Source: an optimization exercise on an open RTL-to-GDS flow (aim: small area, a short achievable clock period and few clock cycles). Production flows keep margins and buffers that such runs may drop. RTL that was checked went through simulation tests only; none was proved equivalent to the original. The RTL of runs 3 to 5 was laid out without a check of its function. Power and IR drop assume default switching activity.

`design/flow/design.v`:
```
module circle_control(input logic clk, input logic rst_n, input logic [2:0] colour,
                      input logic [7:0] centre_x, input logic [6:0] centre_y, input logic [7:0] diameter,
                      input logic start, output logic done,
                      output logic [7:0] vga_x, output logic [6:0] vga_y,
                      output logic [2:0] vga_colour, output logic vga_plot);
     function automatic logic [9:0] fadd(input logic [9:0] x, input logic [9:0] y, input logic c);
          logic [9:0] p, g, gg, pp;
          p = x ^ y;
          g = x & y;
          g[0] = g[0] | (p[0] & c);
          pp = p;
          for (int l = 0; l < 4; l++) begin
               for (int i = 9; i >= 0; i--) begin
                    if (((i >> l) & 1) == 1) begin
                         g[i]  = g[i] | (pp[i] & g[((i >> l) << l) - 1]);
                         pp[i] = pp[i] & pp[((i >> l) << l) - 1];
                    end
               end
          end
          fadd[0] = p[0] ^ c;
          for (int i = 1; i < 10; i++) fadd[i] = p[i] ^ g[i - 1];
     endfunction
     function automatic logic fcmp(input logic [7:0] x, input logic [7:0] y, input logic c);
          logic [9:0] s;
          s = fadd({2'b00, x}, {2'b00, ~y}, c);
          fcmp = s[8];
     endfunction
     function automatic logic [18:0] fadd19(input logic [18:0] x, input logic [18:0] y);
          logic [18:0] p, g, pp;
          p = x ^ y;
          g = x & y;
          pp = p;
          for (int l = 0; l < 5; l++) begin
               for (int i = 18; i >= 0; i--) begin
                    if (((i >> l) & 1) == 1) begin
                         g[i]  = g[i] | (pp[i] & g[((i >> l) << l) - 1]);
                         pp[i] = pp[i] & pp[((i >> l) << l) - 1];
                    end
               end
          end
          fadd19[0] = p[0];
          for (int i = 1; i < 19; i++) fadd19[i] = p[i] ^ g[i - 1];
     endfunction
     function automatic logic [37:0] csa19(input logic [18:0] x, input logic [18:0] y, input logic [18:0] z);
          logic [18:0] sm, cy;
          sm = x ^ y ^ z;
          cy = ((x & y) | (x & z) | (y & z)) << 1;
          csa19 = {cy, sm};
     endfunction
     logic start_r, start_rr;
     logic [7:0] d_r, cx_r;
     logic [6:0] cy_r;
     always_ff @(posedge clk) begin
          start_r    <= start;
          start_rr   <= start_r;
          d_r        <= diameter;
          cx_r       <= centre_x;
          cy_r       <= centre_y;
          vga_colour <= colour;
     end
     logic [18:0] dz, m6, m3;
     logic [18:0] s296;
     assign dz   = {11'd0, d_r};
     assign s296 = (dz << 8) + (dz << 5) + (dz << 3);
     assign m6   = s296 + dz + 19'd510;
     assign m3   = (s296 << 2) + dz + 19'd1019;
     logic [6:0] dh_c;                                
     assign dh_c = d_r[7:1] + {6'd0, d_r[0]};
     logic [9:0] x1_c, x2_c;
     assign x1_c = fadd({2'b00, cx_r}, {3'b000, dh_c}, 1'b0);
     assign x2_c = fadd({2'b00, cx_r}, ~{3'b000, dh_c}, 1'b1);
     logic [6:0] k6;
     logic [7:0] k3;
     logic [6:0] dh;
     logic       d0;       
     logic [8:0] x1;       
     logic [7:0] x2;       
     logic       en2;      
     always_ff @(posedge clk) begin
          k6  <= m6[16:10];
          k3  <= m3[18:11];
          dh  <= dh_c;
          d0  <= (d_r == 8'd0);
          x1  <= x1_c[8:0];
          x2  <= x2_c[7:0];
          en2 <= !x2_c[9] && (cx_r != 8'd0);
     end
     logic [9:0] y1_c, y3_c, kk_c;
     assign y1_c = fadd({3'b000, cy_r}, {3'b000, k6}, 1'b0);
     assign y3_c = fadd({3'b000, cy_r}, ~{2'b00, k3}, 1'b1);
     assign kk_c = fadd({3'b000, k6}, {2'b00, k3}, 1'b0);
     logic [7:0] y1;       
     logic [6:0] y3;       
     logic       en3;      
     logic [7:0] kk;       
     always_ff @(posedge clk) begin
          y1  <= y1_c[7:0];
          y3  <= y3_c[6:0];
          en3 <= !y3_c[9];
          kk  <= kk_c[7:0];
     end
     logic [7:0] ox, oy;
     logic [9:0] crit;      
     logic [8:0] dd;        
     logic [9:0] cx10, y110, y310;
     assign cx10 = {2'b00, cx_r};
     assign y110 = {2'b00, y1};
     assign y310 = {3'b000, y3};
     logic [9:0] ox10, oy10;
     assign ox10 = {2'b00, ox};
     assign oy10 = {2'b00, oy};
     logic [9:0] xa1, xb1, xa2, xb2, x3a, x3b, ya, yb, y3x;
     assign xa1 = fadd({1'b0, x1}, ~ox10, 1'b1);
     assign xb1 = fadd({1'b0, x1}, ~oy10, 1'b1);
     assign xa2 = fadd({2'b00, x2}, ox10, 1'b0);
     assign xb2 = fadd({2'b00, x2}, oy10, 1'b0);
     assign x3a = fadd(d0 ? {3'b000, cy_r} : cx10, oy10, 1'b0);
     assign x3b = fadd(cx10, ~oy10, 1'b1);
     assign ya  = fadd(y110, ~oy10, 1'b1);
     assign yb  = fadd(y110, ~ox10, 1'b1);
     assign y3x = fadd(y310, ox10, 1'b0);
     function automatic logic in159(input logic [9:0] v);    
          in159 = !v[9] && (v[8:0] != 9'd0) && (v[8:0] <= 9'd159);
     endfunction
     function automatic logic in119(input logic [9:0] v);    
          in119 = !v[9] && (v[8:0] != 9'd0) && (v[8:0] <= 9'd119);
     endfunction
     logic eq, ax, oxgt, oxge, oygt, oyge, oxk;
     assign eq   = (dd == 9'd0);
     assign ax   = (oy == 8'd0);
     assign oxgt = fcmp(ox, {1'b0, dh}, 1'b0);
     assign oxge = fcmp(ox, {1'b0, dh}, 1'b1);
     assign oygt = fcmp(oy, {1'b0, dh}, 1'b0);
     assign oyge = fcmp(oy, {1'b0, dh}, 1'b1);
     assign oxk  = fcmp(ox, kk, 1'b0);
     logic ya_ok, yb_ok, y3x_ok;
     assign ya_ok  = in119(ya);
     assign yb_ok  = in119(yb);
     assign y3x_ok = en3 && (y3x <= 10'd99) && oxk;
     logic [6:0] cand;
     assign cand[0] = in159(xa1) && oxgt && ya_ok;
     assign cand[1] = in159(xb1) && oygt && yb_ok && !eq;
     assign cand[2] = en2 && (xa2 <= 10'd159) && oxge && ya_ok && !(eq && !ax);
     assign cand[3] = en2 && (xb2 <= 10'd159) && oyge && yb_ok && !ax;
     assign cand[4] = !d0 && (x3a <= 10'd159) && (x3a != 10'd0) && y3x_ok && !eq;
     assign cand[5] = in159(x3b) && y3x_ok && !ax;
     assign cand[6] = d0 && in159(xa1) && (x3a <= 10'd99) && !ax && !eq;
     logic cpos, lval;
     assign cpos = !crit[9];
     assign lval = dd[8] || eq;                       
     logic [9:0] c1, c2;
     assign c1 = fadd(crit, {1'b0, oy, 1'b1}, 1'b0);                        
     assign c2 = fadd(crit, {dd, 1'b1}, 1'b0);                             
     logic [6:0] cr;        
     logic [7:0] oxc, oyc;
     logic busy;
     logic [6:0] sel;       
     assign sel = cr & ~{cr[5:0] | {cr[4:0], 1'b0} | {cr[3:0], 2'b0} | {cr[2:0], 3'b0} |
                         {cr[1:0], 4'b0} | {cr[0], 5'b0}, 1'b0};
     logic adv;
     assign adv = ((cr & ~sel) == 7'd0);
     logic [7:0] xbase, xoff, ybase, yoff;
     logic xs, ys, uox;
     assign uox   = sel[0] | sel[2] | sel[6];           
     assign xs    = sel[0] | sel[1] | sel[5] | sel[6];
     assign ys    = sel[0] | sel[1] | sel[2] | sel[3];
     assign xbase = ({8{sel[0] | sel[1]}} & x1[7:0]) | ({8{sel[2] | sel[3]}} & x2) |
                    ({8{sel[4] | sel[5] | sel[6]}} & cx_r);
     assign ybase = ys ? y1 : {1'b0, y3};
     assign xoff  = uox ? oxc : oyc;
     assign yoff  = uox ? oyc : oxc;
     logic [9:0] pxs, pys;
     assign pxs = fadd({2'b00, xbase ^ {8{xs}}}, {2'b00, xoff}, 1'b0);
     assign pys = fadd({2'b00, ybase ^ {8{ys}}}, {2'b00, yoff}, 1'b0);
     always_ff @(posedge clk) begin
          if (!start_r) begin
               ox   <= d_r;
               oy   <= 8'd0;
               crit <= 10'd0 - {2'b00, d_r};
               dd   <= 9'd0 - {1'b0, d_r};
          end else if (!start_rr || (busy && adv && lval)) begin
               ox   <= cpos ? ox - 8'd1 : ox;
               oy   <= oy + 8'd1;
               crit <= cpos ? c2 : c1;
               dd   <= (d0 && ax) ? 9'h102 : dd + (cpos ? 9'd2 : 9'd1);
          end
          if (!start_rr) begin
               cr   <= cand;
               oxc  <= ox;
               oyc  <= oy;
               busy <= 1'b1;
          end else if (busy) begin
               if (adv) begin
                    cr   <= cand;
                    oxc  <= ox;
                    oyc  <= oy;
                    busy <= lval;
               end else begin
                    cr <= cr & ~sel;
               end
          end
          vga_x    <= pxs[7:0] ^ {8{xs}};
          vga_y    <= pys[6:0] ^ {7{ys}};
          vga_plot <= rst_n && start && start_rr && busy && (cr != 7'd0);
          if (!rst_n || !start) done <= 1'b0;
          else if (start_rr && busy && adv && !lval) done <= 1'b1;
     end
endmodule
module reuleaux(input logic clk, input logic rst_n, input logic [2:0] colour,
                input logic [7:0] centre_x, input logic [6:0] centre_y, input logic [7:0] diameter,
                input logic start, output logic done,
                output logic [7:0] vga_x, output logic [6:0] vga_y,
                output logic [2:0] vga_colour, output logic vga_plot);
     circle_control u_ctl(.clk(clk), .rst_n(rst_n), .colour(colour), .centre_x(centre_x),
                          .centre_y(centre_y), .diameter(diameter), .start(start), .done(done),
                          .vga_x(vga_x), .vga_y(vga_y), .vga_colour(vga_colour), .vga_plot(vga_plot));
endmodule
```
`design/flow/run.sh`:
```
#!/bin/bash
# synth_recipe.tcl (not shown) runs the flow's synth.tcl, then flattens the netlist and writes it again
# the make line also repeats each setting of config.mk as NAME=value (left out here)
make -C /OpenROAD-flow-scripts/flow DESIGN_CONFIG=/design/flow/config.mk WORK_HOME=/design/flow/orfs CLKGATE_MAP_FILE= SYNTH_SCRIPT=/design/flow/synth_recipe.tcl finish
```
`design/flow/config.mk`:
```
export PLATFORM = sky130hd
export DESIGN_NAME = reuleaux
export DESIGN_NICKNAME = reuleaux
export VERILOG_FILES = /design/flow/design.v
export SDC_FILE = /design/flow/constraint.sdc
export NUM_CORES = 4
export LEC_CHECK = 0
export CAP_MARGIN = 20
export CORE_MARGIN = 2
export CORE_UTILIZATION = 50
export PLACE_DENSITY = 0.8
export SLEW_MARGIN = 20
```
`design/flow/constraint.sdc`:
```
create_clock -name core_clock -period 10.0 [get_ports {clk}]
set_input_delay 2.0000 -clock core_clock [delete_from_list [all_inputs] [get_ports {clk}]]
set_output_delay 2.0000 -clock core_clock [all_outputs]
set_load 0.01 [all_outputs]
```
==> impl_results.md, run 1 <==
- GRT Overall Usage: around 25%
- Number of global-route vias before repair: 9769
- Synth cell types: 83
- Dpl hpwl: 25000 um
- Avg Inst Size Synth: 9.94 sq um
- P_int: between 2 and 2.5 mW
- Area leader, netlist: ha_1
- Ys async rst share: 0%
- Most frequent cell after synthesis: ha_1
- Die X: 164 um
- Routed wirelength normalized by instance count: 19.3 um
- Period utilization: between 40% and 50%
- Die area: around 27000 sq um
- Static Leak: 6.34 nW
- Post_cts resized: 0
- Clock buffer depth: 2
- Die Y: between 150 and 200 um
- Post-route minimum period: between 4000 and 5000 ps
- Cell Area, Synth: around 13000 sq um
- TritonCTS clock tree: yes
- Detail Route met3 WL: around 2600 um
- CP Class: flip-flop to flip-flop
- H-tree levels: 4
- Highest fanout seen on the critical path: 26
- Initial Util: about half
- Synthesis-to-layout area growth: 11.5%
- CTS Buf Count: 17
- Worst-path clk slew: about 70 ps
- Synth top area share: 18.8%
- DRC: 0
- Final Hold Viols: 0
- P_sw: roughly 1.3 mW
- Vias: a little under 10000
- R2R depth: 14
- Nets: between 1500 and 2000
- Maxcap violations: 0
- I/O Pins: 49
- Antenna viol nets, final: 0
- Initial antenna violation count: 0
- Wirelength, routed: around 32000 um
- Critical Path, Cell by Cell: nor2_2 -> nand2_2 -> nor2_1 -> a22oi_1 -> xnor2_1 -> ha_1 -> inv_1 -> fa_1 -> inv_1 -> a21o_1 -> a21oi_1 -> fa_1 -> xor2_1 -> xnor2_1
- # port buffers: 48
- Site row count: 58
- Status: finished clean
- Clk sinks: 168
- Arr. time, crit path: ~4300 ps
- Fin Setup TNS: 0 ps
- Largest Register: u_ctl.crit
- GR Overflow Total: 0
- Flop pwr share: a little under a third
- Combinational Power Share: about half
- GP Congestion: ~1.0
- Max-slew headroom: between 40% and 50%
- Synth top cells by count: ha_1 (191), inv_1 (147), dfxtp_1 (118)
- Critical path endpoint category: flip-flop
- Largest register FFs: 10
- TritonRoute pass-1 iters: 7
- Yosys warns: 1
- Post-CTS setup buffers: 0
- Hold WC Path Type: flip-flop to flip-flop
- RSZ-0062 raised after global routing: no
- CTS Hold Buffers Added: 0
- First-pass GRT wire length: 52000 um
- EDFF count, synth: 50
- Main synth FF type: dfxtp_1
- Crit-path max cell delay: between 600 and 700 ps
- Total power: around 3.3 mW
- Slowest-stage cell, CP: nor2_1
- Clk network pwr share: about a fifth
- Non-filler instance count after layout: between 1500 and 2000
- Largest net degree at the start of global routing: 35
- Least-Margin Pin Slew: about 830 ps
- CP required: about 10000 ps
- Synth Register Bits: 168
- Layout cell share with drive strength beyond 1: 6.75%
- Hold path cells: 1
- Critical Path Start Type: flip-flop
- Max Fclk: 249 MHz
- Final Setup Violations: 0
- Pins Over Slew Limit: 0
- Top Layer Used: met4
- Layout Skew: around 10 ps
- Registers with the most flip-flops: u_ctl.crit (10), u_ctl.dd (9)
- Synth top area cells: ha_1 (19%), dfxtp_1 (19%), edfxtp_1 (12%)
- Initial drt markers: 892
- Vias per cell: 5.87
- Clk latency of the worst-skew pair: ~440 ps
- Met2 Routed Length: 14900 um
- Mapped Cells: around 1300
- Power Dens Cells: 234 nW/um^2
- Root Driver: clkbuf_16
- Net Sw Frac: about two fifths
- Syn nets: ~1600
- Core box area: between 20000 and 30000 sq um
- VDD IR max: 0.000140 V
- Fill cell count: 2151
- Post-synthesis sequential area ratio: a little under a third
- Diode count: 0
- Placed cell count: between 1500 and 2000
- Routed met1 length: around 13000 um
-- cell usage in the layout (no fill, tap or decap), types with 6 or more instances in the layout --
cell type	count
o22ai_1	7
nand2b_1	16
fa_1	57
o211ai_1	7
nand3_1	28
edfxtp_1	50
inv_1	147
mux2_2	18
ha_1	191
mux2i_1	15
o21bai_1	8
clkdlybuf4s50_1	48
buf_4	7
nor2_1	64
o21ai_0	44
a21oi_1	63
nor4b_1	7
nor2b_1	15
xor2_1	38
nand2_1	60
nor3_1	24
clkbuf_16	19
and3_1	7
a211o_1	6
nand4_1	12
or2_2	7
a21o_1	42
a211oi_1	11
nor4_1	15
xnor2_1	79
dfxtp_1	118
-- worst max-delay path, delay by kind of cell (launching register included) --
kind	cells	cell delay [ps]
xor+xnor	3	500
fa+ha+maj	3	950
buf+inv	2	110
simple gates	3	1350
flops	1	520
compound gates	3	470
-- per-stage QoR --
stage	hold slack [ps]	area [sq um]	setup WS, ps	util (%)
CTS	462	14200	6030	56.5
finish	451	14200	5980	56.5
floorplan	329	12700	6430	-
global placement	432	13600	6260	54.1
detailed placement	448	13600	6050	54.1
global route	470	14200	5740	56.5
-- final cells by class --
| cell class | count | area [sq um] | share of cell area [%] |
|---|---|---|---|
| inverters | 147 | 552 | 3.89 |
| flip-flops and latches | 168 | 3860 | 27.2 |
| well taps | 330 | 413 | 2.91 |
| clock inverters | 11 | 104 | 0.732 |
| repair buffers | 55 | 533 | 3.76 |
| multi-input cells | 946 | 8230 | 58.0 |
| clock buffers | 21 | 493 | 3.47 |
-- final timing paths --
| check | start | end | slack (ps) |
|---|---|---|---|
| min reg2reg | u_ctl.k3[7] | u_ctl.en3 | 450 |
| min | u_ctl.k3[7] | u_ctl.en3 | 450 |
| max | u_ctl.cr[2] | u_ctl.vga_x[5] | 5980 |
| max reg2reg | u_ctl.cr[2] | u_ctl.vga_x[5] | 5980 |
-- power by group through the flow --
stage                     Clock [mW]  Combinational, mW  Sequential [mW]
after floorplan                    0               1.19             1.00
after global placement             0               1.51             1.04
after detailed placement           0               1.57             1.05
after CTS                      0.685               1.59             1.03
after global routing           0.710               1.80             1.06
final                          0.678               1.60             1.04
-- routing by layer --
layer  up-vias  track usage [%]
li1       4616                -
met1      4680             32.0
met2       439             41.7
met3       107             4.49
met4         0             11.9
met5         -                0
-- cell families after synthesis --
kind of cell,count (synthesis),synth area share [%]
AND/OR/NAND/NOR,290,11.9
AO/OA/AOI/OAI,254,13.8
adder cells (fa/ha/maj),251,28.0
flip-flops,168,30.3
buffers and inverters,167,4.99
XOR/XNOR,118,8.18
multiplexers,33,2.77
Testbench counts, summed over its fixed seeds: cycles 17,484.
==> run 2, diff against run 1 <==
==> design/flow/flow/run.sh (new file) <==
#!/bin/bash
set -euo pipefail
bash standard.sh finish SETUP_SLACK_MARGIN=6.8 > standard_flow.log 2>&1
==> design/flow/standard.sh (new file) <==
#!/bin/bash
# synth_recipe.tcl (not shown) runs the flow's synth.tcl, then flattens the netlist and writes it again
# the make line also repeats each setting of config.mk as NAME=value (left out here)
make -C /OpenROAD-flow-scripts/flow DESIGN_CONFIG=/design/flow/config.mk WORK_HOME=/design/flow/orfs CLKGATE_MAP_FILE= SYNTH_SCRIPT=/design/flow/synth_recipe.tcl "${@:-finish}"
--- a/design/flow/config.mk
+++ b/design/flow/config.mk
@@ -6,7 +6,7 @@
 export NUM_CORES = 4
 export LEC_CHECK = 0
+export ABC_AREA = 1
 export CAP_MARGIN = 20
 export CORE_MARGIN = 2
-export CORE_UTILIZATION = 50
-export PLACE_DENSITY = 0.8
+export CORE_UTILIZATION = 40
 export SLEW_MARGIN = 20
removed: design/flow/run.sh
==> run 2 against run 1 <==
Effect of this change:
- clock skew up 1.7 ps
- combinational power up 15%
- cell count up 23%
- worst hold slack about the same
- critical path depth unchanged
- still clean
- non-clock buffer count up 28
- utilization down 9.4 points
- setup slack better by 910 ps
- synthesized cell count up 21%
- register-to-register slack better by 910 ps
- fmax up 29%
- global-route usage down 4.5 points
==> impl_results.md, run 2 <==
- Main synth FF type: dfxtp_1 (unchanged)
- Number of global-route vias before repair: 10120 (was 9769)
- Initial drt markers: 605 (was 892)
- Final Setup Violations: 0 (unchanged)
- Synth cell types: 50 (was 83)
- Clk sinks: 168 (unchanged)
- RSZ-0062 raised after global routing: yes (was no)
- Pins Over Slew Limit: 0 (unchanged)
- Yosys warns: 1 (unchanged)
- Critical Path Start Type: flip-flop (unchanged)
- Nets: 1919 (was 1612)
- Fin Setup TNS: 0 ps (unchanged)
- Worst-path clk slew: 70 ps (about the same)
- Area leader, netlist: ha_1 (unchanged)
- H-tree levels: 4 (unchanged)
- Cell Area, Synth: 12900 sq um (was 12700 sq um)
- Site row count: 65 (was 58)
- Initial Util: 40.8% (was 50.7%)
- Core box area: 31700 sq um (was 25100 sq um)
- VDD IR max: 0.000126 V (was 0.000140 V)
- Static Leak: 7.37 nW (was 6.34 nW)
- Synth top area share: 18.5% (was 18.8%)
- M1 GR Usage: 26.7% (was 32.0%)
- Die Y: 184 um (was 164 um)
- Ys async rst share: 0% (unchanged)
- Avg Inst Size Synth: 8.32 sq um (was 9.94 sq um)
- Layout cell share with drive strength beyond 1: 8.58% (was 6.75%)
- GRT Overall Usage: 20.7% (was 25.2%)
- Synth Register Bits: 168 (unchanged)
- TritonCTS clock tree: yes (unchanged)
- Final hold slack: 451 ps (about the same)
- Die area: 33800 sq um (was 26800 sq um)
- Dpl hpwl: 26400 um (was 25000 um)
- Buf/Inv on CP: 4 (was 2)
- Post-route minimum period: 3110 ps (was 4020 ps)
- Vias per cell: 5.06 (was 5.87)
- CP required: 10320 ps (was 10330 ps)
- Syn nets: 1833 (was 1558)
- Wirelength, routed: 33600 um (was 32500 um)
- Power Dens Cells: 242 nW/um^2 (was 234 nW/um^2)
- Synthesis-to-layout area growth: 15.5% (was 11.5%)
- Worst setup path startpoint: u_ctl.cr[2] (unchanged)
- Met2 Resource Use GR: 35.5% (was 41.7%)
- Top delay family on crit path: adder cells (was simple AND/OR/NAND/NOR gates)
- Hold WC Path Type: flip-flop to flip-flop (unchanged)
- Highest fanout seen on the critical path: 4 (was 26)
- Die X: 184 um (was 164 um)
- RR Startpoint: u_ctl.cr[2] (unchanged)
- Fill cell count: 3032 (was 2151)
- Antenna viol nets, final: 0 (unchanged)
- EDFF count, synth: 50 (unchanged)
- Slowest-stage cell, CP: edfxtp_1 (was nor2_1)
- Most frequent cells in the layout: nand2_1 (301), inv_1 (242), ha_1 (188) (was ha_1 (191), inv_1 (147), dfxtp_1 (118))
- Period utilization: 31.1% (was 40.2%)
- I/O Pins: 49 (unchanged)
- Met3 Track Usage GR: 3.07% (was 4.49%)
- Critical Path, Cell by Cell: buf_4 -> a21oi_4 -> nand2_8 -> buf_4 -> o21ai_0 -> ha_1 -> inv_1 -> fa_1 -> nand3b_1 -> nand3_1 -> inv_1 -> fa_1 -> xnor2_1 -> xor2_1 (was nor2_2 -> nand2_2 -> nor2_1 -> a22oi_1 -> xnor2_1 -> ha_1 -> inv_1 -> fa_1 -> inv_1 -> a21o_1 -> a21oi_1 -> fa_1 -> xor2_1 -> xnor2_1)
- DRC: 0 (unchanged)
- CTS Buf Count: 17 (unchanged)
- Clock buffer depth: 2 (unchanged)
- Most common cell after layout, fill and taps aside: nand2_1 (was ha_1)
- Vias: 10419 (was 9842)
- Maxcap violations: 0 (unchanged)
- Synth top area cells: ha_1 (18%), dfxtp_1 (18%), edfxtp_1 (12%) (was ha_1 (19%), dfxtp_1 (19%), edfxtp_1 (12%))
- Status: finished clean (unchanged)
- Max-slew headroom: 32.7% (was 44.3%)
- Critical path endpoint category: flip-flop (unchanged)
- Initial antenna violation count: 0 (unchanged)
- # port buffers: 48 (unchanged)
- Root Driver: clkbuf_16 (unchanged)
- Arr. time, crit path: 3430 ps (was 4340 ps)
- Mapped Cells: 1556 (was 1281)
- Layout Skew: 12.2 ps (was 10.4 ps)
- Registers with the most flip-flops: u_ctl.crit (10), u_ctl.dd (9) (unchanged)
- Final Hold Viols: 0 (unchanged)
- TritonRoute pass-1 iters: 5 (was 7)
- Post-synthesis sequential area ratio: 29.8% (was 30.3%)
- Hold Path Origin: u_ctl.done (was u_ctl.k3[7])
- Clk latency of the worst-skew pair: 440 ps (about the same)
- Largest register FFs: 10 (unchanged)
- Least-Margin Pin Slew: 1010 ps (was 834 ps)
- Max Fclk: 322 MHz (was 249 MHz)
- Largest net degree at the start of global routing: 30 (was 35)
- Crit-path max cell delay: 460 ps (was 640 ps)
- First-pass GRT wire length: 53600 um (was 52000 um)
- Largest Register: u_ctl.crit (unchanged)
- GR Overflow Total: 0 (unchanged)
- Most frequent cell after synthesis: nand2_1 (was ha_1)
- CP Class: flip-flop to flip-flop (unchanged)
- GP Congestion: 0.911 (was 1.04)
- GRT busiest layer: met2 (unchanged)
- Routed wirelength normalized by instance count: 16.3 um (was 19.3 um)
- CTS Hold Buffers Added: 0 (unchanged)
- Synth top cells by count: nand2_1 (303), inv_1 (248), ha_1 (191) (was ha_1 (191), inv_1 (147), dfxtp_1 (118))
## run 2: cell count changes in the layout (fill, tap and decap cells not counted), sizes merged, moves of 28 or more
cell,change
nand2,+254
xnor2,-45
nand3,+71
inv,+98
a21o,-38
a21oi,+33
nor2,+31
buf,+28
## run 2: kinds of logic after synthesis
kind of cell             Yosys count  share of synthesized area [%]
adder cells (fa/ha/maj)          248                           27.3
XOR/XNOR                          93                           6.44
buffers and inverters            269                           8.00
flip-flops                       168                           29.8
AO/OA/AOI/OAI                    199                           8.51
AND/OR/NAND/NOR                  579                           19.9
## run 2: worst register-to-register path, delay by kind of cell, from the launching register on
kind                     cells  cell delay (ps)
XOR/XNOR                     2              290
buffers and inverters        4              450
AO/OA/AOI/OAI                2              480
AND/OR/NAND/NOR              3              350
flip-flops                   1              460
adder cells (fa/ha/maj)      3              950
## run 2: power breakdown
group	internal (mW)	switching (mW)
registers	0.895	0.155
clock network	0.427	0.297
logic	0.800	1.04
total	2.12	1.49
## run 2: per-stage QoR
step	setup WS [ps]	power, mW	cell area, sq um	instances	util [%]
finish	6890	3.61	14900	2058	47.1
global route	6750	3.97	14900	2057	47.1
CTS	6730	3.55	14600	2031	46.0
detailed placement	6370	2.81	13900	1994	43.8
global placement	6500	2.76	13900	1994	43.8
floorplan	6860	2.37	12900	1556	-
## run 2: metal layers
metal  up-vias  part of all wire, %  routed length, um
li1       5261                    -                  -
met1      4914                   46              15400
met2       203                   48              16100
met3        41                  3.7               1260
met4         0                  2.5                846
met5         -                    0                  0
## run 2: final cells by class
cell class	instances	area, sq um	share of cell area [%]
diodes	1	2.50	0.0167
clock buffers	18	439	2.94
clock inverters	14	195	1.31
inverters	252	957	6.40
multi-input cells	1120	8230	55.0
flip-flops and latches	168	3890	26.0
well taps	402	503	3.36
repair buffers	83	734	4.91
## run 2: worst paths after layout
check | slack, ps | cells after the start | endpoint
max | 6890 | 14 | u_ctl.vga_x[5]
min | 450 | 2 | u_ctl.done
max reg2reg | 6890 | 14 | u_ctl.vga_x[5]
min reg2reg | 450 | 2 | u_ctl.done
## run 2: timing repair
| item | CTS | global route |
|---|---|---|
| setup buffers | 5 | 25 |
| endpoints found under the hold margin | 0 | 0 |
| gates cloned | 0 | 1 |
| resized for setup | 37 | 43 |
| endpoints found under the setup margin | 45 | 20 |
| pin swaps | 3 | 9 |
==> run 3, diff against run 2 <==
--- a/design/flow/design.v
+++ b/design/flow/design.v
@@ -5,19 +5,5 @@
                       output logic [2:0] vga_colour, output logic vga_plot);
      function automatic logic [9:0] fadd(input logic [9:0] x, input logic [9:0] y, input logic c);
-          logic [9:0] p, g, gg, pp;
-          p = x ^ y;
-          g = x & y;
-          g[0] = g[0] | (p[0] & c);
-          pp = p;
-          for (int l = 0; l < 4; l++) begin
-               for (int i = 9; i >= 0; i--) begin
-                    if (((i >> l) & 1) == 1) begin
-                         g[i]  = g[i] | (pp[i] & g[((i >> l) << l) - 1]);
-                         pp[i] = pp[i] & pp[((i >> l) << l) - 1];
-                    end
-               end
-          end
-          fadd[0] = p[0] ^ c;
-          for (int i = 1; i < 10; i++) fadd[i] = p[i] ^ g[i - 1];
+          fadd = x + y + {9'd0, c};
      endfunction
      function automatic logic fcmp(input logic [7:0] x, input logic [7:0] y, input logic c);
==> design/flow/run.sh (new file) <==
#!/bin/bash
# synth_recipe.tcl (not shown) runs the flow's synth.tcl, then flattens the netlist and writes it again
# the make line also repeats each setting of config.mk as NAME=value (left out here)
make -C /OpenROAD-flow-scripts/flow DESIGN_CONFIG=/design/flow/config.mk WORK_HOME=/design/flow/orfs CLKGATE_MAP_FILE= SYNTH_SCRIPT=/design/flow/synth_recipe.tcl finish
--- a/design/flow/config.mk
+++ b/design/flow/config.mk
@@ -6,5 +6,4 @@
 export NUM_CORES = 4
 export LEC_CHECK = 0
-export ABC_AREA = 1
 export CAP_MARGIN = 20
 export CORE_MARGIN = 2
removed: design/flow/flow/run.sh
removed: design/flow/standard.sh
==> run 3 against run 2 <==
Effect of this change:
- routed wire length is 7.0% higher
- total power is 0.54% lower
- clock power is 8.8% lower
- synthesized cell count is 6.2% lower
- via count is 3.8% higher
- critical endpoint is now u_ctl.vga_y[6]
==> impl_results.md, run 3 <==
- Synth top area cells: ha_1 (19%), dfxtp_1 (18%), edfxtp_1 (11%) (was ha_1 (18%), dfxtp_1 (18%), edfxtp_1 (12%))
- Area leader, netlist: ha_1 (unchanged)
- Die X: 186 um (was 184 um)
- Most frequent cell after synthesis: ha_1 (was nand2_1)
- CTS Hold Buffers Added: 0 (unchanged)
- Synth cell types: 87 (was 50)
- Registers with the most flip-flops: u_ctl.crit (10), u_ctl.dd (9), u_ctl.x1 (9) (was u_ctl.crit (10), u_ctl.dd (9))
- Root Driver: clkbuf_16 (unchanged)
- Clock buffer depth: 2 (unchanged)
- CTS Buf Count: 17 (unchanged)
- Power Dens Cells: 242 nW/um^2 (about the same)
- RSZ-0062 raised after global routing: no (was yes)
- TritonRoute pass-1 iters: 7 (was 5)
- Synth top area share: 18.6% (was 18.5%)
- First-pass GRT wire length: 57600 um (was 53600 um)
- Pins Over Slew Limit: 0 (unchanged)
- Critical path endpoint category: flip-flop (unchanged)
- Fill cell count: 3084 (was 3032)
- Flop pwr share: 28.5% (was 29.1%)
- Site row count: 66 (was 65)
- Crit path top cell by count: a21oi_1
- Crit-path max cell delay: 740 ps (was 460 ps)
- Status: finished clean (unchanged)
- EDFF count, synth: 50 (unchanged)
- Fin Setup TNS: 0 ps (unchanged)
- Layout cell share with drive strength beyond 1: 5.45% (was 8.58%)
- Combinational Power Share: 53.1% (was 50.9%)
- Die area: 34700 sq um (was 33800 sq um)
- Vias: 10811 (was 10419)
- GP Congestion: 0.919 (was 0.911)
- Final Setup Violations: 0 (unchanged)
- Max-slew headroom: 38.0% (was 32.7%)
- Routed wirelength normalized by instance count: 18.3 um (was 16.3 um)
- Syn nets: 1710 (was 1833)
- Period utilization: 40.1% (was 31.1%)
- Synth Register Bits: 168 (unchanged)
- Clk network pwr share: 18.4% (was 20.0%)
- Die Y: 186 um (was 184 um)
- Maxcap violations: 0 (unchanged)
- Clk sinks: 168 (unchanged)
- Core box area: 32600 sq um (was 31700 sq um)
- P_sw: 1.47 mW (was 1.49 mW)
- Yosys warns: 1 (unchanged)
- GR Overflow Total: 0 (unchanged)
- Vias per cell: 5.50 (was 5.06)
- Initial drt markers: 726 (was 605)
- Post_cts resized: 0 (was 37)
- Post-synthesis sequential area ratio: 29.0% (was 29.8%)
- Cell Area, Synth: 13300 sq um (was 12900 sq um)
- Most common cell after layout, fill and taps aside: ha_1 (was nand2_1)
- Net Sw Frac: 40.9% (was 41.3%)
- Initial antenna violation count: 0 (unchanged)
- Most frequent cells in the layout: ha_1 (198), inv_1 (140), dfxtp_1 (118) (was nand2_1 (301), inv_1 (242), ha_1 (188))
- Post-route minimum period: 4010 ps (was 3110 ps)
- Ys async rst share: 0% (unchanged)
- Final Hold Viols: 0 (unchanged)
- Nets: 1762 (was 1919)
- Largest net degree at the start of global routing: 36 (was 30)
- Hold WC Path Type: flip-flop to flip-flop (unchanged)
- Slowest-stage cell, CP: a221oi_4 (was edfxtp_1)
- Critical Path Start Type: flip-flop (unchanged)
- Largest register FFs: 10 (unchanged)
- Avg Inst Size Synth: 9.12 sq um (was 8.32 sq um)
- Static Leak: 6.58 nW (was 7.37 nW)
- Critical Path, Cell by Cell: nor2_1 -> nand2_1 -> nor3_1 -> a221oi_4 -> mux2_2 -> ha_1 -> fa_1 -> a21o_1 -> a21oi_1 -> o21bai_1 -> a21oi_1 -> xor2_1 -> xnor2_1 (was buf_4 -> a21oi_4 -> nand2_8 -> buf_4 -> o21ai_0 -> ha_1 -> inv_1 -> fa_1 -> nand3b_1 -> nand3_1 -> inv_1 -> fa_1 -> xnor2_1 -> xor2_1)
- Highest fanout seen on the critical path: 15 (was 4)
- Layout Skew: 9.69 ps (was 12.2 ps)
- Top delay family on crit path: compound AO/OA/AOI/OAI gates (was adder cells)
- Least-Margin Pin Slew: 922 ps (was 1010 ps)
- Largest Register: u_ctl.crit (unchanged)
- Post-CTS setup buffers: 0 (was 5)
- Arr. time, crit path: 4380 ps (was 3430 ps)
- H-tree levels: 4 (unchanged)
- DRC: 0 (unchanged)
- P_int: 2.12 mW (about the same)
- GRT Overall Usage: 21.1% (was 20.7%)
- Max Fclk: 249 MHz (was 322 MHz)
- CP Class: flip-flop to flip-flop (unchanged)
- I/O Pins: 49 (unchanged)
- Wirelength, routed: 35900 um (was 33600 um)
- Synthesis-to-layout area growth: 11.8% (was 15.5%)
- VDD IR max: 0.000130 V (was 0.000126 V)
- Final hold slack: 467 ps (was 451 ps)
- Buf/Inv on CP: 0 (was 4)
- Antenna viol nets, final: 0 (unchanged)
- # port buffers: 48 (unchanged)
- CP required: 10370 ps (was 10320 ps)
- Dpl hpwl: 28100 um (was 26400 um)
- Main synth FF type: dfxtp_1 (unchanged)
- Worst-path clk slew: 70 ps (about the same)
- Number of global-route vias before repair: 10691 (was 10120)
- TritonCTS clock tree: yes (unchanged)
- Initial Util: 40.8% (about the same)
- Mapped Cells: 1459 (was 1556)
- Synth top cells by count: ha_1 (198), inv_1 (140), dfxtp_1 (118) (was nand2_1 (303), inv_1 (248), ha_1 (191))
- Clk latency of the worst-skew pair: 440 ps (about the same)
[run 3: changes by cell type in the layout (fill, tap and decap cells not counted), sizes merged, moves of 21 or more]
cell,delta
a21o,+28
nand3,-66
fa,-33
inv,-107
nand2b,+21
xnor2,+55
nand2,-234
mux2,+26
buf,-30
[run 3: power by group through the flow]
stage / clock [mW] / sequential (mW) / combinational (mW)
after floorplan: 0 / 0.990 / 1.48
after global placement: 0 / 1.04 / 1.86
after detailed placement: 0 / 1.04 / 1.90
after CTS: 0.679 / 1.03 / 1.91
after global routing: 0.702 / 1.04 / 2.16
final: 0.660 / 1.03 / 1.91
[run 3: cells by family after synthesis]
family	Yosys count	synth area share, %
AOI/OAI and AO/OA	368	18.5
buffers and inverters	161	4.57
and+or+nand+nor	370	13.9
DFF	168	29.0
xor gates and xnor gates	134	8.82
muxes	36	2.95
adders and majority gates	222	22.2
[run 3: per-layer routing]
metal,GRT usage (%),vias up,wire (um),part of all wire [%]
met5,0,-,0,0
met4,8.92,0,1330,3.7
met3,2.82,59,1940,5.4
met2,34.7,294,16500,46
met1,27.8,5109,16100,45
li1,-,5349,-,-
[run 3: cell type report]
type,count,area [sq um],area share [%]
Multi-Input combinational cell,1130,8840,59.4
Inverter,141,529,3.56
Clock buffer,20,458,3.08
Tap cell,442,553,3.72
Antenna cell,1,2.50,0.0168
Sequential cell,168,3860,26.0
Clock inverter,12,113,0.757
Timing Repair Buffer,53,518,3.48
[run 3: worst paths after layout]
check | cells past startpoint | from | slack (ps) | end
max reg2reg | 13 | u_ctl.cr[2] | 5990 | u_ctl.vga_y[6]
min reg2reg | 1 | u_ctl.k3[7] | 470 | u_ctl.en3
min | 1 | u_ctl.k3[7] | 470 | u_ctl.en3
max | 13 | u_ctl.cr[2] | 5990 | u_ctl.vga_y[6]
[run 3: stage by stage]
| stage | total power, mW | worst slack [ps] | util [%] | instance area (sq um) | std cells |
|---|---|---|---|---|---|
| floorplan | 2.47 | 6650 | - | 13300 | 1459 |
| global placement | 2.90 | 6170 | 43.8 | 14300 | 1934 |
| detailed placement | 2.94 | 6040 | 43.8 | 14300 | 1934 |
| CTS | 3.62 | 6020 | 45.6 | 14900 | 1966 |
| global route | 3.91 | 5700 | 45.6 | 14900 | 1966 |
| finish | 3.59 | 5990 | 45.6 | 14900 | 1967 |
==> run 4, diff against run 3 <==
--- a/design/flow/design.v
+++ b/design/flow/design.v
@@ -5,5 +5,19 @@
                       output logic [2:0] vga_colour, output logic vga_plot);
      function automatic logic [9:0] fadd(input logic [9:0] x, input logic [9:0] y, input logic c);
-          fadd = x + y + {9'd0, c};
+          logic [9:0] p, g, gg, pp;
+          p = x ^ y;
+          g = x & y;
+          g[0] = g[0] | (p[0] & c);
+          pp = p;
+          for (int l = 0; l < 4; l++) begin
+               for (int i = 9; i >= 0; i--) begin
+                    if (((i >> l) & 1) == 1) begin
+                         g[i]  = g[i] | (pp[i] & g[((i >> l) << l) - 1]);
+                         pp[i] = pp[i] & pp[((i >> l) << l) - 1];
+                    end
+               end
+          end
+          fadd[0] = p[0] ^ c;
+          for (int i = 1; i < 10; i++) fadd[i] = p[i] ^ g[i - 1];
      endfunction
      function automatic logic fcmp(input logic [7:0] x, input logic [7:0] y, input logic c);
@@ -80,5 +94,7 @@
      logic       en3;      
      logic [7:0] kk;       
-     always_ff @(posedge clk) begin
+     logic [7:0] b3;       
+     always_ff @(posedge clk) begin
+          b3  <= d0 ? {1'b0, cy_r} : cx_r;
           y1  <= y1_c[7:0];
           y3  <= y3_c[6:0];
@@ -101,5 +117,5 @@
      assign xa2 = fadd({2'b00, x2}, ox10, 1'b0);
      assign xb2 = fadd({2'b00, x2}, oy10, 1'b0);
-     assign x3a = fadd(d0 ? {3'b000, cy_r} : cx10, oy10, 1'b0);
+     assign x3a = fadd({2'b00, b3}, oy10, 1'b0);
      assign x3b = fadd(cx10, ~oy10, 1'b1);
      assign ya  = fadd(y110, ~oy10, 1'b1);
@@ -139,5 +155,6 @@
      assign c2 = fadd(crit, {dd, 1'b1}, 1'b0);                             
      logic [6:0] cr;        
-     logic [7:0] oxc, oyc;
+     logic       cdec;      
+     logic [7:0] oyc;
      logic busy;
      logic [6:0] sel;       
@@ -154,9 +171,9 @@
                     ({8{sel[4] | sel[5] | sel[6]}} & cx_r);
      assign ybase = ys ? y1 : {1'b0, y3};
-     assign xoff  = uox ? oxc : oyc;
-     assign yoff  = uox ? oyc : oxc;
+     assign xoff  = uox ? ox : oyc;
+     assign yoff  = uox ? oyc : ox;
      logic [9:0] pxs, pys;
-     assign pxs = fadd({2'b00, xbase ^ {8{xs}}}, {2'b00, xoff}, 1'b0);
-     assign pys = fadd({2'b00, ybase ^ {8{ys}}}, {2'b00, yoff}, 1'b0);
+     assign pxs = fadd({2'b00, xbase ^ {8{xs}}}, {2'b00, xoff}, uox && cdec);
+     assign pys = fadd({2'b00, ybase ^ {8{ys}}}, {2'b00, yoff}, !uox && cdec);
      always_ff @(posedge clk) begin
           if (!start_r) begin
@@ -165,5 +182,7 @@
                crit <= 10'd0 - {2'b00, d_r};
                dd   <= 9'd0 - {1'b0, d_r};
+               cdec <= 1'b0;
           end else if (!start_rr || (busy && adv && lval)) begin
+               cdec <= cpos;
                ox   <= cpos ? ox - 8'd1 : ox;
                oy   <= oy + 8'd1;
@@ -173,5 +192,4 @@
           if (!start_rr) begin
                cr   <= cand;
-               oxc  <= ox;
                oyc  <= oy;
                busy <= 1'b1;
@@ -179,5 +197,4 @@
                if (adv) begin
                     cr   <= cand;
-                    oxc  <= ox;
                     oyc  <= oy;
                     busy <= lval;
==> run 4 against run 3 <==
Effect of this change:
- via count down 10%
- clock power shrank 2%
- total power fell by 8.1%
- sequential share of layout area is 0.52 points higher
- clock skew rose by 5.8 ps
- sequential cell count up 1
- utilization shrank 0.11 points
==> impl_results.md, run 4 <==
- Status: finished clean (unchanged)
- Nets: 1647 (was 1762)
- Highest fanout seen on the critical path: 16 (was 15)
- Fill cell count: 3023 (was 3084)
- Site row count: 65 (was 66)
- RSZ-0062 raised after global routing: no (unchanged)
- First-pass GRT wire length: 53200 um (was 57600 um)
- Max-slew headroom: 36.3% (was 38.0%)
- Critical path endpoint category: flip-flop (unchanged)
- Post-route minimum period: 4100 ps (was 4010 ps)
- Synth top cells by count: ha_1 (189), inv_1 (141), dfxtp_1 (127) (was ha_1 (198), inv_1 (140), dfxtp_1 (118))
- Clk latency of the worst-skew pair: 440 ps (about the same)
- Synth top area share: 19.8% (was 18.6%)
- Registers with the most flip-flops: u_ctl.crit (10), u_ctl.dd (9) (was u_ctl.crit (10), u_ctl.dd (9), u_ctl.x1 (9))
- Most frequent cells in the layout: ha_1 (189), inv_1 (141), dfxtp_1 (127) (was ha_1 (198), inv_1 (140), dfxtp_1 (118))
- Final Setup Violations: 0 (unchanged)
- Main synth FF type: dfxtp_1 (unchanged)
- Met2 Routed Length: 15600 um (was 16500 um)
- Cell Area, Synth: 12800 sq um (was 13300 sq um)
- Layout cell share with drive strength beyond 1: 5.78% (was 5.45%)
- Hold WC Path Type: flip-flop to flip-flop (unchanged)
- CTS Buf Count: 17 (unchanged)
- Worst setup path startpoint: u_ctl.cr[1] (was u_ctl.cr[2])
- Most frequent cell after synthesis: ha_1 (unchanged)
- Post-CTS setup buffers: 0 (unchanged)
- TritonRoute pass-1 iters: 5 (was 7)
- Initial Util: 40.7% (was 40.8%)
- Syn nets: 1595 (was 1710)
- Die area: 33600 sq um (was 34700 sq um)
- Number of global-route vias before repair: 9681 (was 10691)
- GR Overflow Total: 0 (unchanged)
- Layout Skew: 15.5 ps (was 9.69 ps)
- GP Congestion: 0.898 (was 0.919)
- Initial antenna violation count: 0 (unchanged)
- Yosys warns: 1 (unchanged)
- Largest register FFs: 10 (unchanged)
- R2R depth: 12 (was 13)
- Root Driver: clkbuf_16 (unchanged)
- Final setup margin: 5900 ps (was 5990 ps)
- Static Leak: 6.34 nW (was 6.58 nW)
- Max Fclk: 244 MHz (was 249 MHz)
- Mapped Cells: 1318 (was 1459)
- Clock buffer depth: 2 (unchanged)
- Routed met1 length: 15400 um (was 16100 um)
- Largest Register: u_ctl.crit (unchanged)
- Core box area: 31600 sq um (was 32600 sq um)
- Synthesis-to-layout area growth: 11.7% (was 11.8%)
- Routed wirelength normalized by instance count: 19.0 um (was 18.3 um)
- Largest net degree at the start of global routing: 44 (was 36)
- Maxcap violations: 0 (unchanged)
- Ys async rst share: 0% (unchanged)
- Synth Register Bits: 169 (was 168)
- Period utilization: 41.0% (was 40.1%)
- Post_cts resized: 0 (unchanged)
- Diode count: 0 (was 1)
- Most common cell after layout, fill and taps aside: ha_1 (unchanged)
- CTS Hold Buffers Added: 0 (unchanged)
- H-tree levels: 4 (unchanged)
- EDFF count, synth: 42 (was 50)
- Synth top area cells: dfxtp_1 (20%), ha_1 (18%), edfxtp_1 (9.8%) (was ha_1 (19%), dfxtp_1 (18%), edfxtp_1 (11%))
- Critical Path, Cell by Cell: nor2_1 -> o31ai_4 -> xor2_1 -> fa_1 -> fa_1 -> nor2b_1 -> o21ai_0 -> nand2b_1 -> inv_1 -> fa_1 -> xor2_1 -> xnor2_1 (was nor2_1 -> nand2_1 -> nor3_1 -> a221oi_4 -> mux2_2 -> ha_1 -> fa_1 -> a21o_1 -> a21oi_1 -> o21bai_1 -> a21oi_1 -> xor2_1 -> xnor2_1)
- Non-filler instance count after layout: 1785 (was 1967)
- VDD IR max: 0.000125 V (was 0.000130 V)
- Top Layer Used: met4 (unchanged)
- Arr. time, crit path: 4390 ps (was 4380 ps)
- Fin Setup TNS: 0 ps (unchanged)
- Least-Margin Pin Slew: 952 ps (was 922 ps)
- Power Dens Cells: 230 nW/um^2 (was 242 nW/um^2)
- Pins Over Slew Limit: 0 (unchanged)
- RR Startpoint: u_ctl.cr[1] (was u_ctl.cr[2])
- Crit path top cell by count: fa_1 (was a21oi_1)
- Vias per cell: 5.43 (was 5.50)
- Place WS: 5930 ps (was 6040 ps)
- DRC: 0 (unchanged)
- CP Class: flip-flop to flip-flop (unchanged)
- Final Hold Viols: 0 (unchanged)
- Critical Path Start Type: flip-flop (unchanged)
- Placed cell count: 1753 (was 1934)
- Post-synthesis sequential area ratio: 29.6% (was 29.0%)
- Dpl hpwl: 26500 um (was 28100 um)
- Clk sinks: 169 (was 168)
- Wirelength, routed: 34000 um (was 35900 um)
- Initial drt markers: 611 (was 726)
- # port buffers: 48 (unchanged)
- Die X: 183 um (was 186 um)
- Reg-to-Reg End: u_ctl.vga_x[5] (was u_ctl.vga_y[6])
- I/O Pins: 49 (unchanged)
- Synth cell types: 80 (was 87)
- Setup crit end: u_ctl.vga_x[5] (was u_ctl.vga_y[6])
- TritonCTS clock tree: yes (unchanged)
- R2r setup slk: 5900 ps (was 5990 ps)
- Crit-path max cell delay: 780 ps (was 740 ps)
- Vias: 9696 (was 10811)
- Worst-path clk slew: 70 ps (about the same)
- GRT Overall Usage: 20.9% (was 21.1%)
- Avg Inst Size Synth: 9.75 sq um (was 9.12 sq um)
- Slowest-stage cell, CP: nor2_1 (was a221oi_4)
- Antenna viol nets, final: 0 (unchanged)
- Total power: 3.30 mW (was 3.59 mW)
- Area leader, netlist: dfxtp_1 (was ha_1)
- Die Y: 183 um (was 186 um)
- Detail Route met3 WL: 1890 um (was 1940 um)
- CP required: 10290 ps (was 10370 ps)
[run 4: cell count changes in the layout (fill, tap and decap cells not counted), moves of 10 or more]
cell,change
a21oi_1,-36
fa_1,+35
mux2_2,-12
mux2i_1,+10
nor2_1,-35
o21a_1,-10
o21ai_0,-19
[run 4: through the flow]
| stage | hold WS [ps] | area, sq um | utilization (%) |
|---|---|---|---|
| 2_1_floorplan | 329 | 12800 | - |
| 3_3_place_gp | 443 | 13800 | 43.7 |
| 3_5_place_dp | 450 | 13800 | 43.7 |
| 4_1_cts | 451 | 14400 | 45.5 |
| 5_1_grt | 485 | 14400 | 45.5 |
| 6_report | 443 | 14400 | 45.5 |
[run 4: layout make-up]
type / count / area (sq um) / area share (%)
inverter: 143 / 537 / 3.74
timing repair buffer: 57 / 548 / 3.82
clock buffer: 18 / 430 / 3.00
sequential: 169 / 3800 / 26.5
clock inverter: 14 / 128 / 0.889
tap: 402 / 503 / 3.50
multi-input combinational: 982 / 8400 / 58.5
[run 4: metal layers]
layer,vias to the layer above,global-route usage [%]
met5,-,0
met4,0,7.74
met3,59,4.05
met2,259,34.3
met1,4609,27.2
li1,4769,-
[run 4: logic make-up after synthesis]
kind of cell	after synthesis	synth area share [%]
muxes	34	2.79
and+or+nand+nor	310	12.8
AOI/OAI and AO/OA	271	14.1
adders and majority gates	250	27.8
buffers and inverters	167	4.99
DFF	169	29.6
xor gates and xnor gates	117	7.98
[run 4: worst max-delay path, delay by kind of cell (launching register included)]
family | cells | cell delay (ps)
DFF | 1 | 520
AOI/OAI and AO/OA | 2 | 520
xor gates and xnor gates | 3 | 570
and+or+nand+nor | 3 | 1010
buffers and inverters | 1 | 60
adders and majority gates | 3 | 1280
[run 4: power breakdown]
part	leakage [nW]	switching (mW)	internal [mW]	total, mW
logic	4.53	0.845	0.775	1.62
registers	1.52	0.160	0.878	1.04
clock network	0.283	0.315	0.331	0.646
[run 4: worst min-delay path by stage]
| stage | from | endpoint | slack (ps) | depth (start not counted) |
|---|---|---|---|---|
| finish | u_ctl.k3[7] | u_ctl.kk[7] | 440 | 1 |
| global route | u_ctl.k3[7] | u_ctl.kk[7] | 490 | 1 |
| CTS | u_ctl.k3[7] | u_ctl.kk[7] | 450 | 1 |
| detailed placement | u_ctl.k3[7] | u_ctl.kk[7] | 450 | 1 |
| global placement | u_ctl.k3[7] | u_ctl.kk[7] | 440 | 1 |
| floorplan | u_ctl.start_r | u_ctl.start_rr | 330 | 0 |
==> run 5, diff against run 4 <==
--- a/design/flow/design.v
+++ b/design/flow/design.v
@@ -74,4 +74,5 @@
      logic [6:0] dh;
      logic       d0;       
+     logic       d1;       
      logic [8:0] x1;       
      logic [7:0] x2;       
@@ -82,4 +83,5 @@
           dh  <= dh_c;
           d0  <= (d_r == 8'd0);
+          d1  <= (d_r == 8'd1);
           x1  <= x1_c[8:0];
           x2  <= x2_c[7:0];
@@ -94,7 +96,5 @@
      logic       en3;      
      logic [7:0] kk;       
-     logic [7:0] b3;       
-     always_ff @(posedge clk) begin
-          b3  <= d0 ? {1'b0, cy_r} : cx_r;
+     always_ff @(posedge clk) begin
           y1  <= y1_c[7:0];
           y3  <= y3_c[6:0];
@@ -117,5 +117,5 @@
      assign xa2 = fadd({2'b00, x2}, ox10, 1'b0);
      assign xb2 = fadd({2'b00, x2}, oy10, 1'b0);
-     assign x3a = fadd({2'b00, b3}, oy10, 1'b0);
+     assign x3a = fadd(d0 ? {3'b000, cy_r} : cx10, oy10, 1'b0);
      assign x3b = fadd(cx10, ~oy10, 1'b1);
      assign ya  = fadd(y110, ~oy10, 1'b1);
@@ -128,9 +128,8 @@
           in119 = !v[9] && (v[8:0] != 9'd0) && (v[8:0] <= 9'd119);
      endfunction
-     logic eq, ax, oxgt, oxge, oygt, oyge, oxk;
+     logic eq, ax, oxgt, oygt, oyge, oxk;
      assign eq   = (dd == 9'd0);
      assign ax   = (oy == 8'd0);
-     assign oxgt = fcmp(ox, {1'b0, dh}, 1'b0);
-     assign oxge = fcmp(ox, {1'b0, dh}, 1'b1);
+     assign oxgt = !(d1 || (d0 && ax));
      assign oygt = fcmp(oy, {1'b0, dh}, 1'b0);
      assign oyge = fcmp(oy, {1'b0, dh}, 1'b1);
@@ -143,9 +142,9 @@
      assign cand[0] = in159(xa1) && oxgt && ya_ok;
      assign cand[1] = in159(xb1) && oygt && yb_ok && !eq;
-     assign cand[2] = en2 && (xa2 <= 10'd159) && oxge && ya_ok && !(eq && !ax);
+     assign cand[2] = en2 && (xa2 <= 10'd159) && ya_ok && !(eq && !ax);
      assign cand[3] = en2 && (xb2 <= 10'd159) && oyge && yb_ok && !ax;
-     assign cand[4] = !d0 && (x3a <= 10'd159) && (x3a != 10'd0) && y3x_ok && !eq;
+     assign cand[4] = (x3a <= 10'd159) && (x3a != 10'd0) && y3x_ok;
      assign cand[5] = in159(x3b) && y3x_ok && !ax;
-     assign cand[6] = d0 && in159(xa1) && (x3a <= 10'd99) && !ax && !eq;
+     assign cand[6] = d0 && !ax && !xa1[9] && (xa1 != 10'd0) && (x3a <= 10'd99);
      logic cpos, lval;
      assign cpos = !crit[9];
@@ -155,6 +154,5 @@
      assign c2 = fadd(crit, {dd, 1'b1}, 1'b0);                             
      logic [6:0] cr;        
-     logic       cdec;      
-     logic [7:0] oyc;
+     logic [7:0] oxc, oyc;
      logic busy;
      logic [6:0] sel;       
@@ -171,9 +169,9 @@
                     ({8{sel[4] | sel[5] | sel[6]}} & cx_r);
      assign ybase = ys ? y1 : {1'b0, y3};
-     assign xoff  = uox ? ox : oyc;
-     assign yoff  = uox ? oyc : ox;
+     assign xoff  = uox ? oxc : oyc;
+     assign yoff  = uox ? oyc : oxc;
      logic [9:0] pxs, pys;
-     assign pxs = fadd({2'b00, xbase ^ {8{xs}}}, {2'b00, xoff}, uox && cdec);
-     assign pys = fadd({2'b00, ybase ^ {8{ys}}}, {2'b00, yoff}, !uox && cdec);
+     assign pxs = fadd({2'b00, xbase ^ {8{xs}}}, {2'b00, xoff}, 1'b0);
+     assign pys = fadd({2'b00, ybase ^ {8{ys}}}, {2'b00, yoff}, 1'b0);
      always_ff @(posedge clk) begin
           if (!start_r) begin
@@ -182,7 +180,5 @@
                crit <= 10'd0 - {2'b00, d_r};
                dd   <= 9'd0 - {1'b0, d_r};
-               cdec <= 1'b0;
           end else if (!start_rr || (busy && adv && lval)) begin
-               cdec <= cpos;
                ox   <= cpos ? ox - 8'd1 : ox;
                oy   <= oy + 8'd1;
@@ -192,4 +188,5 @@
           if (!start_rr) begin
                cr   <= cand;
+               oxc  <= ox;
                oyc  <= oy;
                busy <= 1'b1;
@@ -197,4 +194,5 @@
                if (adv) begin
                     cr   <= cand;
+                    oxc  <= ox;
                     oyc  <= oy;
                     busy <= lval;
==> run 5 against run 4 <==
Effect of this change:
- still clean
- routed wire length down 5.0%
- sequential share of layout area up 1.2 points
- total power up 3.8%
- clock power up 3.1%
- clock-buffer cell count down 1
- die area down 2.6%
- via count down 5.7%
- design area down 2.1%
- critical path type unchanged
- largest power group unchanged
- highest routed layer unchanged
==> impl_results.md, run 5 <==
- DRC: 0 (unchanged)
- Ys async rst share: 0% (unchanged)
- Dpl hpwl: 25200 um (was 26500 um)
- Layout cell share with drive strength beyond 1: 6.14% (was 5.78%)
- Worst setup path startpoint: u_ctl.d_r[3] (was u_ctl.cr[1])
- Most common cell after layout, fill and taps aside: ha_1 (unchanged)
- Largest net degree at the start of global routing: 33 (was 44)
- Slowest-stage cell, CP: dfxtp_1 (was nor2_1)
- Buf/Inv on CP: 2 (was 1)
- Core box area: 30700 sq um (was 31600 sq um)
- Maxcap violations: 0 (unchanged)
- Avg Inst Size Synth: 10.0 sq um (was 9.75 sq um)
- Syn nets: 1520 (was 1595)
- GR Overflow Total: 0 (unchanged)
- Synth top area share: 19.1% (was 19.8%)
- Diode count: 0 (unchanged)
- Critical Path Start Type: flip-flop (unchanged)
- I/O Pins: 49 (unchanged)
- Post-route minimum period: 4030 ps (was 4100 ps)
- Setup crit end: u_ctl.k6[4] (was u_ctl.vga_x[5])
- Vias per cell: 5.33 (was 5.43)
- Clk latency of the worst-skew pair: 450 ps (was 440 ps)
- Max-slew headroom: 36.5% (was 36.3%)
- Routed wirelength normalized by instance count: 18.8 um (was 19.0 um)
- Most frequent cell after synthesis: ha_1 (unchanged)
- Wirelength, routed: 32300 um (was 34000 um)
- Post-Layout Inst Area: 14000 sq um (was 14400 sq um)
- Final Hold Viols: 0 (unchanged)
- Final Setup Violations: 0 (unchanged)
- Clk sinks: 169 (unchanged)
- Highest fanout seen on the critical path: 10 (was 16)
- Main synth FF type: dfxtp_1 (unchanged)
- Static Leak: 6.32 nW (was 6.34 nW)
- Yosys warns: 1 (unchanged)
- Antenna viol nets, final: 0 (unchanged)
- RSZ-0062 raised after global routing: no (unchanged)
- Post_cts resized: 0 (unchanged)
- Synth top cells by count: ha_1 (185), inv_1 (154), dfxtp_1 (119) (was ha_1 (189), inv_1 (141), dfxtp_1 (127))
- Synth Register Bits: 169 (unchanged)
- Pins Over Slew Limit: 0 (unchanged)
- Fin Setup TNS: 0 ps (unchanged)
- Clock buffer depth: 2 (unchanged)
- Reg-to-Reg End: u_ctl.k6[4] (was u_ctl.vga_x[5])
- Period utilization: 40.3% (was 41.0%)
- Top delay family on crit path: adder cells (unchanged)
- Critical Path, Cell by Cell: inv_1 -> fa_1 -> inv_1 -> ha_1 -> a211oi_2 -> nor2_1 -> nor2_1 -> nor2_1 -> ha_1 -> nand2_1 -> a21oi_1 -> a221o_1 -> nand4_1 -> mux2i_1 -> nor2_1 -> xnor2_1 (was nor2_1 -> o31ai_4 -> xor2_1 -> fa_1 -> fa_1 -> nor2b_1 -> o21ai_0 -> nand2b_1 -> inv_1 -> fa_1 -> xor2_1 -> xnor2_1)
- Mapped Cells: 1249 (was 1318)
- R2r setup slk: 5970 ps (was 5900 ps)
- Non-filler instance count after layout: 1716 (was 1785)
- TritonCTS clock tree: yes (unchanged)
- EDFF count, synth: 50 (was 42)
- Layout Skew: 17.0 ps (was 15.5 ps)
- RR Startpoint: u_ctl.d_r[3] (was u_ctl.cr[1])
- # port buffers: 48 (unchanged)
- CTS Hold Buffers Added: 0 (unchanged)
- CP required: 10330 ps (was 10290 ps)
- CP Depth: 16 (was 12)
- Crit-path max cell delay: 630 ps (was 780 ps)
- Largest register FFs: 10 (unchanged)
- Initial antenna violation count: 0 (unchanged)
- Placed cell count: 1684 (was 1753)
- Area leader, netlist: dfxtp_1 (unchanged)
- Registers with the most flip-flops: u_ctl.crit (10), u_ctl.dd (9) (unchanged)
- Number of global-route vias before repair: 9040 (was 9681)
- First-pass GRT wire length: 50900 um (was 53200 um)
- Synthesis-to-layout area growth: 12.3% (was 11.7%)
- Largest Register: u_ctl.crit (unchanged)
- Hold WC Path Type: flip-flop to flip-flop (unchanged)
- Nets: 1578 (was 1647)
- H-tree levels: 4 (unchanged)
- Crit path top cell by count: nor2_1 (was fa_1)
- Site row count: 64 (was 65)
- Initial Util: 40.8% (was 40.7%)
- VDD IR max: 0.000145 V (was 0.000125 V)
- Die Y: 181 um (was 183 um)
- Root Driver: clkbuf_16 (unchanged)
- Power Dens Cells: 244 nW/um^2 (was 230 nW/um^2)
- Most frequent cells in the layout: ha_1 (185), inv_1 (154), dfxtp_1 (119) (was ha_1 (189), inv_1 (141), dfxtp_1 (127))
- Die X: 181 um (was 183 um)
- Post-synthesis sequential area ratio: 31.1% (was 29.6%)
- TritonRoute pass-1 iters: 5 (unchanged)
- GRT Overall Usage: 20.3% (was 20.9%)
- Synth cell types: 78 (was 80)
- Worst-path clk slew: 80 ps (was 70 ps)
- CP Class: flip-flop to flip-flop (unchanged)
- Critical path endpoint category: flip-flop (unchanged)
- Max Fclk: 248 MHz (was 244 MHz)
- CTS Buf Count: 17 (unchanged)
- Vias: 9146 (was 9696)
- Initial drt markers: 739 (was 611)
- Synth top area cells: dfxtp_1 (19%), ha_1 (19%), edfxtp_1 (12%) (was dfxtp_1 (20%), ha_1 (18%), edfxtp_1 (9.8%))
- Least-Margin Pin Slew: 953 ps (was 952 ps)
- Cell Area, Synth: 12500 sq um (was 12800 sq um)
- Arr. time, crit path: 4350 ps (was 4390 ps)
- Die area: 32700 sq um (was 33600 sq um)
- R2R depth: 16 (was 12)
- Fill cell count: 2909 (was 3023)
- Post-CTS setup buffers: 0 (unchanged)
- GP Congestion: 0.928 (was 0.898)
- Status: finished clean (unchanged)
- Area after DPL: 13500 sq um (was 13800 sq um)
run 5: changes by cell type in the layout (fill, tap and decap cells not counted), moves of 6 or more:
cell,delta
nand2_1,-18
inv_1,+13
a21oi_1,-7
nand3_1,-10
nand2b_1,-8
a21o_1,+13
edfxtp_1,+8
o21ai_0,-10
a31oi_1,-6
xor2_1,+6
dfxtp_1,-8
mux2i_1,-6
run 5: where the power goes:
part	internal, mW	switching [mW]	total, mW
clock	0.334	0.333	0.666
sequential	0.894	0.174	1.07
combinational	0.815	0.878	1.69
total	2.04	1.39	3.43
run 5: layout make-up:
| type | count | area (sq um) | share of cell area [%] |
|---|---|---|---|
| clock inverter | 15 | 145 | 1.03 |
| inverter | 155 | 582 | 4.14 |
| sequential | 169 | 3880 | 27.7 |
| tap | 396 | 495 | 3.53 |
| clock buffer | 17 | 425 | 3.03 |
| multi-input combinational | 906 | 7960 | 56.7 |
| timing repair buffer | 58 | 556 | 3.96 |
run 5: how the worst min path moves through the flow:
stage / from / to / slack (ps) / cells after the start
6_report: u_ctl.k3[7] / u_ctl.en3 / 450 / 1
5_1_grt: u_ctl.k3[7] / u_ctl.en3 / 470 / 1
4_1_cts: u_ctl.k3[7] / u_ctl.en3 / 460 / 1
3_5_place_dp: u_ctl.k3[7] / u_ctl.en3 / 450 / 1
3_3_place_gp: u_ctl.busy / u_ctl.busy / 440 / 2
2_1_floorplan: u_ctl.start_r / u_ctl.start_rr / 380 / 0
run 5: cell families after synthesis:
logic type                 Yosys count  synth area share, %
and+or+nand+nor                    253                 10.3
adders and majority gates          248                 28.1
muxes                               33                 2.83
AOI/OAI and AO/OA                  251                 13.9
xor gates and xnor gates           121                 8.48
buffers and inverters              174                 5.28
DFF                                169                 31.1
run 5: layer usage:
metal	wire [um]	track usage [%]	vias to the layer above
met5	0	0	-
met4	794	6.55	0
met3	1980	3.67	40
met2	14500	32.4	274
met1	15000	27.7	4353
li1	-	-	4479
run 5: stage by stage:
| step | hold slack [ps] | worst slack [ps] | util (%) | power [mW] |
|---|---|---|---|---|
| after floorplan | 378 | 6520 | - | 2.33 |
| after global placement | 443 | 6160 | 43.9 | 2.73 |
| after detailed placement | 445 | 6030 | 43.9 | 2.77 |
| after CTS | 463 | 5980 | 45.8 | 3.45 |
| after global routing | 473 | 5720 | 45.8 | 3.71 |
| final | 454 | 5970 | 45.8 | 3.43 |

==> afterwards: timing with drivers on the ports <==
The flow's constraints put no driver on any port. The routed layouts listed below were extracted and timed again, unchanged, in two steps. Step 1: set_driving_cell puts a clkbuf_16 on clk and a buf_2 on each other input, an assumption about the parent block. Step 2 also shifts input and output timing later by t, the mid clock arrival at the registers, as if the neighbouring blocks saw the same clock. Slacks: no drivers / after step 1 / after step 2; pairs: no drivers / after step 1.
| run | shift t [ns] | slack for setup (ns) | worst setup path at the end |
|---|---|---|---|
| run 1 | 0.485 | 5.982 / 5.982 / 5.982 | register to register |
| run 2 | 0.488 | 6.892 / 6.892 / 6.892 | register to register |
| run 3 | 0.490 | 5.991 / 5.991 / 5.991 | register to register |
| run 4 | 0.481 | 5.903 / 5.903 / 5.903 | register to register |
| run 5 | 0.490 | 5.970 / 5.970 / 5.970 | register to register |
After both steps every run listed still meets setup and hold.
